This is an optimization exercise on Yosys and OpenROAD, whose aim is small area, not a production implementation. The RTL was checked by simulation tests, not by an equivalence proof against the original design. The clock input has no modelled driver; a real chip could not lean on it and would need a root buffer or a full tree. Power is estimated from default activity; no workload was simulated.

==> flow/design.v <==
module t1b_ultrasonic(
    input clk_50M,
    input reset,
    input echo_rx,
    output trig,
    output op,
    output wire [15:0] distance_out
);
localparam IDLE = 3'd3, TRIG = 3'd1, WAIT_ECHO = 3'd5, COUNT = 3'd7, SET_OP = 3'd4, GO_NEXT = 3'd6, WAIT_NEXT = 3'd2;
localparam [19:0] CNT_P499_M = 20'h04a64;      
localparam [19:0] CNT_P499_V = 20'h04000;
localparam [19:0] CNT_END = 20'h02180;         
localparam [8:0] H_END_M = 9'h17a;             
localparam [8:0] H_END_V = 9'h02a;
reg [2:0]  state;
reg [19:0] cnt;
reg        op_reg;
reg [11:0] dreg;
reg [5:0]  q_lo;           
reg [11:6] q_hi;
wire [11:0] q = {q_hi, q_lo};
reg [4:0]  g;
reg [8:0]  h;
wire [2:0] s = state;
wire in_trig  = (~s[1] & ~s[2]);
wire in_count = (s[0] & s[1] & s[2]);
wire in_idle  = (s[0] & s[1] & ~s[2]);
wire q_clear  = (~s[0]) | (~s[1]);     
wire q_tick   = (~s[2]);      
wire g_clear  = (~s[1]);     
wire h_flush  = (~s[1]);     
wire op_upd   = (~s[0]);      
assign trig = in_trig;
assign op = op_reg;
assign distance_out = {4'b0, dreg};
wire cnt_fb = cnt[19] ^ cnt[18] ^ cnt[15] ^ cnt[1] ^ (cnt[18:0] == 19'd0);
wire cnt_end = (cnt == CNT_END);
always @(posedge clk_50M) begin
    cnt <= {cnt[18:0], cnt_fb & ~in_idle};
end
always @(posedge clk_50M or negedge reset) begin
    if (!reset) begin
        state  <= IDLE;
        op_reg <= 1'b0;
        dreg   <= 12'd0;
    end else begin
        if (in_count && !echo_rx)
            dreg <= q;
        if (op_upd)
            op_reg <= (dreg < 12'd70);
        case (state)
        IDLE:      if (q[5] & q[4] & q[1] & q[0]) state <= TRIG;    
        TRIG:      if ((cnt & CNT_P499_M) == CNT_P499_V) state <= WAIT_ECHO;
        WAIT_ECHO: if (echo_rx) state <= COUNT;
        COUNT:     if (!echo_rx) state <= SET_OP;
        SET_OP:    state <= GO_NEXT;
        GO_NEXT:   state <= WAIT_NEXT;
        WAIT_NEXT: if (cnt_end) state <= IDLE;
        default:   state <= IDLE;
        endcase
    end
end
wire h_end = ((h & H_END_M) == H_END_V);
wire g_last = (g == 5'd16);
wire long_next = g_last || (g == 5'd7);        
wire wrap = (q[11] & q[10] & q[8] & q[7] & q[6] & q[5]) & (g[3] & g[2]) &
            (h[8] & ~h[7] & ~h[0] & h[4]);
wire q_zero = q_clear || (in_count && wrap);
wire q_inc = q_tick || h_end;
always @(posedge clk_50M or negedge reset) begin
    if (!reset)
        q_lo <= 6'd0;
    else
        q_lo <= q_zero ? 6'd0 : q_lo + {5'd0, q_inc};
end
always @(posedge clk_50M) begin
    q_hi <= q_zero ? 6'd0 : q_hi + {5'd0, q_inc && (q_lo == 6'h3f)};
end
always @(posedge clk_50M) begin
    if (g_clear || wrap)
        g <= 5'd0;
    else if (h_end)
        g <= g_last ? 5'd0 : g + 5'd1;
end
wire h_fb = ~(h[8] ^ h[4]);
wire h_restart = wrap || h_end;
always @(posedge clk_50M) begin
    h[8]   <= h[7];
    h[7:2] <= h[6:1] & ~{6{h_restart}};
    h[1]   <= h[0];
    h[0]   <= ~h_flush && (h_restart ? (h_end && !wrap && !long_next) : h_fb);
end
endmodule
==> flow/config.mk <==
export PLATFORM = sky130hd
export DESIGN_NAME = t1b_ultrasonic
export DESIGN_NICKNAME = t1b_ultrasonic
export VERILOG_FILES = /design/flow/design.v
export SDC_FILE = /design/flow/constraint.sdc
export NUM_CORES = 4
export LEC_CHECK = 0
export CAP_MARGIN = 0
export CORE_AREA = 2.3 2.72 57.5 57.12
export DIE_AREA = 0 0 59.51 59.51
export GPL_TIMING_DRIVEN = 0
export PLACE_DENSITY = 0.85
export SLEW_MARGIN = 0
==> flow/constraint.sdc <==
create_clock -name core_clock -period 20.0 [get_ports {clk_50M}]
set_input_delay 4.0000 -clock core_clock [delete_from_list [all_inputs] [get_ports {clk_50M}]]
set_output_delay 4.0000 -clock core_clock [all_outputs]
set_load 0.01 [all_outputs]
standard.sh (not shown) runs the stock make flow with config.mk's settings and CLKGATE_MAP_FILE= SYNTH_SCRIPT=/design/flow/synth_recipe.tcl, a recipe that flattens the netlist after the stock synthesis.
==> flow/flow/run.sh <==
#!/bin/bash
# Layout flow: the standard ORFS flow (standard.sh) with these changes.
#  1. Synthesis is the standard flow's script unchanged, except for ORFS's final ABC
#     technology mapping of the combinational logic: it is run with an
#     area-oriented script (&deepsyn, then &dch/&nf area mapping) for a few
#     random seeds, and the smallest result is kept. No full/half-adder cells
#     are extracted before it (ADDER_MAP_FILE empty), so ABC maps the adders
#     with the rest of the logic. Flip-flops are mapped before ABC, so the
#     registers are exactly the standard synthesis's.
#  2. Ports are buffered with sky130_fd_sc_hd__buf_1 (the smallest buffer).
#  3. Clock tree: flow/manual_cts.tcl (sourced as PRE_CTS_TCL) replaces
#     TritonCTS with one level of 2-4 clock buffers driven by the clock port,
#     each driving a cluster of flip-flops; the rest of ORFS's CTS step
#     (placement legalisation, timing repair) runs as usual.
#  4. Buffers from synthesis are removed at floorplan (REMOVE_ABC_BUFFERS=1,
#     as timing-driven global placement would), and the constant-0 outputs
#     share one tie cell (SKIP_REPAIR_TIE_FANOUT=1).
# Each tool's output goes to ORFS's own logs under orfs/logs/ (the ABC seed
# results are in orfs/logs/.../1_2_yosys.log), and make's output to
# flow_make.log in this folder.
set -euo pipefail
W=$PWD
F=$W/flow
SEEDS="1 2 3 4 5"
for k in $SEEDS; do
  printf 'strash\n&get -n\n&deepsyn -T 10 -S %s\n&put\n&get -n\n&dch -f\n&nf -a -R 1000\n&put\n' $k > $W/abc_deep_$k.script
done
cat > $W/my_synth.tcl <<EOT
# ORFS's abc call, run with each ABC script; the smallest result is kept.
# Everything else is the standard flow's synthesis script.
proc abc {args} {
  yosys design -save pre_abc
  set best -1
  set bestk ""
  foreach k {$SEEDS} {
    yosys design -load pre_abc
    set out {}
    set skip 0
    foreach a \$args {
      if {\$skip} { set skip 0; lappend out "$W/abc_deep_\$k.script"; continue }
      if {\$a eq "-script"} { set skip 1; lappend out -script; continue }
      lappend out \$a
    }
    yosys abc {*}\$out
    set st [tee -q -s result.string stat -liberty [string trim \$::env(LIB_FILES)]]
    regexp {Chip area for module [^:]*: ([0-9.]+)} \$st -> area
    puts "ABC seed \$k: area \$area"
    if {\$best < 0 || \$area < \$best} {
      set best \$area
      set bestk \$k
      yosys design -save best_abc
    }
  }
  puts "ABC: keeping seed \$bestk, area \$best"
  yosys design -load best_abc
}
source $W/synth_recipe.tcl
EOT
bash standard.sh \
  SYNTH_SCRIPT=$W/my_synth.tcl \
  ADDER_MAP_FILE= \
  "BUFFER_PORTS_ARGS=-buffer_cell sky130_fd_sc_hd__buf_1" \
  PRE_CTS_TCL=$F/manual_cts.tcl \
  REMOVE_ABC_BUFFERS=1 \
  SKIP_REPAIR_TIE_FANOUT=1 \
  finish > $W/flow_make.log 2>&1
Other scripts of this flow, unchanged in this note and not shown: flow/flow/manual_cts.tcl
Next try:
--- a/flow/design.v
+++ b/flow/design.v
@@ -8,7 +8,7 @@
 );
 localparam IDLE = 3'd3, TRIG = 3'd1, WAIT_ECHO = 3'd5, COUNT = 3'd7, SET_OP = 3'd4, GO_NEXT = 3'd6, WAIT_NEXT = 3'd2;
-localparam [19:0] CNT_P499_M = 20'h04a64;      
-localparam [19:0] CNT_P499_V = 20'h04000;
-localparam [19:0] CNT_END = 20'h02180;         
+localparam [19:0] CNT_P499_M = 20'h01ec0;      
+localparam [19:0] CNT_P499_V = 20'h00c80;
+localparam [19:0] CNT_END = 20'h85ea1;         
 localparam [8:0] H_END_M = 9'h17a;             
 localparam [8:0] H_END_V = 9'h02a;
@@ -34,8 +34,8 @@
 assign op = op_reg;
 assign distance_out = {4'b0, dreg};
-wire cnt_fb = cnt[19] ^ cnt[18] ^ cnt[15] ^ cnt[1] ^ (cnt[18:0] == 19'd0);
+wire cnt_fb = cnt[19] ^ cnt[2] ^ (cnt[18:0] == 19'd0);
 wire cnt_end = (cnt == CNT_END);
 always @(posedge clk_50M) begin
-    cnt <= {cnt[18:0], cnt_fb & ~in_idle};
+    cnt <= {cnt[18:0], cnt_fb | in_idle};
 end
 always @(posedge clk_50M or negedge reset) begin
- wire length went down by a few percent
- fmax went down slightly
- power went up slightly
- synthesized cell count went up slightly
- via count went down slightly
- global-route usage went down by 1.8 points
In every run of this note, the design's own scripts or RTL, not TritonCTS, make the clock network.

========
## the reference run
t1b_ultrasonic, a different RTL version from the one above (not shown whole).
For scale: roughly 180 cells after synthesis, ~21 I/O pins, about 2100 µm² of cells after synthesis.
==> module t1b_ultrasonic, before the edit <==
module t1b_ultrasonic(
    input clk_50M,
    input reset,
    input echo_rx,
    output trig,
    output op,
    output wire [15:0] distance_out
);
localparam IDLE = 3'd3, TRIG = 3'd1, WAIT_ECHO = 3'd5, COUNT = 3'd7, SET_OP = 3'd4, GO_NEXT = 3'd6, WAIT_NEXT = 3'd2;
localparam [19:0] CNT_P499_M = 20'h01ec0;      
localparam [19:0] CNT_P499_V = 20'h00c80;
localparam [19:0] CNT_END = 20'h85ea1;         
localparam [8:0] H_END_M = 9'h17a;             
localparam [8:0] H_END_V = 9'h02a;
reg [2:0]  state;
reg [19:0] cnt;
reg        op_reg;
reg [11:0] dreg;
reg [5:0]  q_lo;           
reg [11:6] q_hi;
wire [11:0] q = {q_hi, q_lo};
reg [4:0]  g;
reg [8:0]  h;
wire [2:0] s = state;
wire in_trig  = (~s[1] & ~s[2]);
wire in_count = (s[0] & s[1] & s[2]);
wire in_idle  = (s[0] & s[1] & ~s[2]);
wire q_clear  = (~s[0]) | (~s[1]);     
wire q_tick   = (~s[2]);      
wire g_clear  = (~s[1]);     
wire h_flush  = (~s[1]);     
wire op_upd   = (~s[0]);      
assign trig = in_trig;
assign op = op_reg;
assign distance_out = {4'b0, dreg};
wire cnt_fb = cnt[19] ^ cnt[2] ^ (cnt[18:0] == 19'd0);
wire cnt_end = (cnt == CNT_END);
always @(posedge clk_50M) begin
    cnt <= {cnt[18:0], cnt_fb | in_idle};
end
always @(posedge clk_50M or negedge reset) begin
    if (!reset) begin
        state  <= IDLE;
        op_reg <= 1'b0;
        dreg   <= 12'd0;
    end else begin
        if (in_count && !echo_rx)
            dreg <= q;
        if (op_upd)
            op_reg <= (dreg < 12'd70);
        case (state)
        IDLE:      if (q[5] & q[4] & q[1] & q[0]) state <= TRIG;    
        TRIG:      if ((cnt & CNT_P499_M) == CNT_P499_V) state <= WAIT_ECHO;
        WAIT_ECHO: if (echo_rx) state <= COUNT;
        COUNT:     if (!echo_rx) state <= SET_OP;
        SET_OP:    state <= GO_NEXT;
        GO_NEXT:   state <= WAIT_NEXT;
        WAIT_NEXT: if (cnt_end) state <= IDLE;
        default:   state <= IDLE;
        endcase
    end
end
wire h_end = ((h & H_END_M) == H_END_V);
wire g_last = g[4];                            
wire long_next = g_last || (~g[3] & g[2] & g[1] & g[0]);   
wire wrap = (q[11] & q[10] & q[8] & q[7] & q[6] & q[5]) & (g[3] & g[2]) &
            (h[8] & ~h[7] & ~h[0] & h[4]);
wire q_zero = q_clear || (in_count && wrap);
wire q_inc = q_tick || h_end;
always @(posedge clk_50M or negedge reset) begin
    if (!reset)
        q_lo <= 6'd0;
    else
        q_lo <= q_zero ? 6'd0 : q_lo + {5'd0, q_inc};
end
always @(posedge clk_50M) begin
    q_hi <= q_zero ? 6'd0 : q_hi + {5'd0, q_inc && (q_lo == 6'h3f)};
end
always @(posedge clk_50M) begin
    if (g_clear || wrap)
        g <= 5'd0;
    else if (h_end)
        g <= g_last ? 5'd0 : g + 5'd1;
end
wire h_fb = ~(h[8] ^ h[4]);
wire h_restart = wrap || h_end;
always @(posedge clk_50M) begin
    h[8]   <= h[7];
    h[7:2] <= h[6:1] & ~{6{h_restart}};
    h[1]   <= h[0];
    h[0]   <= ~h_flush && (h_restart ? (h_end && !wrap && !long_next) : h_fb);
end
endmodule
export LEC_CHECK = 0
export CAP_MARGIN = 0
export CORE_AREA = 2.3 2.72 57.5 57.12
export DIE_AREA = 0 0 59.51 59.51
export GPL_TIMING_DRIVEN = 0
export PLACE_DENSITY = 0.85
export SLEW_MARGIN = 0
create_clock -name core_clock -period 20.0 [get_ports {clk_50M}]
==> flow/flow/run.sh <==
#!/bin/bash
# Layout flow: the standard ORFS flow (standard.sh) with these changes.
#  1. Synthesis is the standard flow's script unchanged, except for ORFS's final ABC
#     technology mapping of the combinational logic: it is run with an
#     area-oriented script (&deepsyn, then &dch/&nf area mapping) for a few
#     random seeds, and the smallest result is kept. No full/half-adder cells
#     are extracted before it (ADDER_MAP_FILE empty), so ABC maps the adders
#     with the rest of the logic. Flip-flops are mapped before ABC, so the
#     registers are exactly the standard synthesis's.
#  2. Ports are buffered with sky130_fd_sc_hd__buf_1 (the smallest buffer).
#  3. Clock tree: flow/manual_cts.tcl (sourced as PRE_CTS_TCL) replaces
#     TritonCTS with one level of 2-4 buffers driven by the clock port,
#     each driving a cluster of flip-flops; the rest of ORFS's CTS step
#     (placement legalisation, timing repair) runs as usual.
#  4. Buffers from synthesis are removed at floorplan (REMOVE_ABC_BUFFERS=1,
#     as timing-driven global placement would), and the constant-0 outputs
#     share one tie cell (SKIP_REPAIR_TIE_FANOUT=1).
# Each tool's output goes to ORFS's own logs under orfs/logs/ (the ABC seed
# results are in orfs/logs/.../1_2_yosys.log), and make's output to
# flow_make.log in this folder.
set -euo pipefail
W=$PWD
F=$W/flow
SEEDS="1 2 3 4 5 6 7 8"
for k in $SEEDS; do
  printf 'strash\n&get -n\n&deepsyn -T 10 -S %s\n&put\n&get -n\n&dch -f\n&nf -a -R 1000\n&put\n' $k > $W/abc_deep_$k.script
done
cat > $W/my_synth.tcl <<EOT
# ORFS's abc call, run with each ABC script; the smallest result is kept.
# Everything else is the standard flow's synthesis script.
proc abc {args} {
  yosys design -save pre_abc
  set best -1
  set bestk ""
  foreach k {$SEEDS} {
    yosys design -load pre_abc
    set out {}
    set skip 0
    foreach a \$args {
      if {\$skip} { set skip 0; lappend out "$W/abc_deep_\$k.script"; continue }
      if {\$a eq "-script"} { set skip 1; lappend out -script; continue }
      lappend out \$a
    }
    yosys abc {*}\$out
    set st [tee -q -s result.string stat -liberty [string trim \$::env(LIB_FILES)]]
    regexp {Chip area for module [^:]*: ([0-9.]+)} \$st -> area
    puts "ABC seed \$k: area \$area"
    if {\$best < 0 || \$area < \$best} {
      set best \$area
      set bestk \$k
      yosys design -save best_abc
    }
  }
  puts "ABC: keeping seed \$bestk, area \$best"
  yosys design -load best_abc
}
source $W/synth_recipe.tcl
EOT
bash standard.sh \
  SYNTH_SCRIPT=$W/my_synth.tcl \
  ADDER_MAP_FILE= \
  "BUFFER_PORTS_ARGS=-buffer_cell sky130_fd_sc_hd__buf_1" \
  PRE_CTS_TCL=$F/manual_cts.tcl \
  REMOVE_ABC_BUFFERS=1 \
  SKIP_REPAIR_TIE_FANOUT=1 \
  finish > $W/flow_make.log 2>&1
Other scripts of this flow, unchanged in this note and not shown: flow/flow/manual_cts.tcl
> inputs changed (the reference run -> the trial run)
-- flow/design.v --
<<< the reference run, line 62
end
wire h_end = ((h & H_END_M) == H_END_V);
wire g_last = g[4];                            
wire long_next = g_last || (~g[3] & g[2] & g[1] & g[0]);   
wire wrap = (q[11] & q[10] & q[8] & q[7] & q[6] & q[5]) & (g[3] & g[2]) &
            (h[8] & ~h[7] & ~h[0] & h[4]);
>>> the trial run, line 62
end
wire h_end = ((h & H_END_M) == H_END_V);
wire g_last = (g == 5'd16);
wire long_next = g_last || (g == 5'd7);        
wire wrap = (q[11] & q[10] & q[8] & q[7] & q[6] & q[5]) & (g[3] & g[2]) &
            (h[8] & ~h[7] & ~h[0] & h[4]);
[summary]
- Between the reference run and the trial run, count of placed standard cells including taps is lower for the reference run, the trial run comes in above that.
- The trial run against the reference run; routed wire length is up by a few percent.
- Against the reference run, area after synthesis in the trial run rose slightly.
- Going from the reference run to the trial run, worst hold-check slack up 3.2 ps; filler-free cell count of the finished design up about 1.3%; post-detailed-placement cell area up 0.58%; clock network fraction of design power up 0.6 points.
- The trial run vs the reference run: final period utilization down in the trial run
- Max freq the reference run -> the trial run: improved
- The trial run vs. the reference run: instance count of the mapped netlist saw an increase, starting utilization of the core area increased 0.42 points.
- The higher wire length on met2 came out of the reference run.
- When the trial run is measured against the reference run, its power consumption turns out about 0.9% higher.
In every run of this note, the design's own scripts or RTL, not TritonCTS, make the clock network.

[what the ideal ports hide]
No port has a modelled driver above. Below, the same layouts with a new extraction and two added sets of constraints.
Step 1 (the two cells are an assumption about what drives the block):
set clk [get_ports {clk_50M}]
set_driving_cell -lib_cell sky130_fd_sc_hd__clkbuf_16 $clk
set_driving_cell -lib_cell sky130_fd_sc_hd__buf_2 [delete_from_list [all_inputs] $clk]
Step 2 moves the port delays by t, midway between the first and last clock arrival at a register: inputs arrive t later, outputs are due t later. That takes back most of the time a late clock gives input paths.
Three values: ideal, step 1, step 2; two values: the first two.
run	shift t [ns]	slack for setup (ns)	worst slew at a driven data input, ns	cell pins on the clock port's net
the first run of note 1	0.210	14.824 / 14.849 / 14.639	0.03	3
the second run of note 1	0.208	14.745 / 14.766 / 14.557	0.03	3
the reference run	0.186	14.831 / 14.860 / 14.673	0.03	2
the trial run	0.191	14.929 / 14.957 / 14.767	0.03	2
After both steps every run listed still meets setup and hold. For the second run of note 1, which loses most, drivers alone change the setup slack by +0.021 ns; drivers and shift together by -0.188 ns.
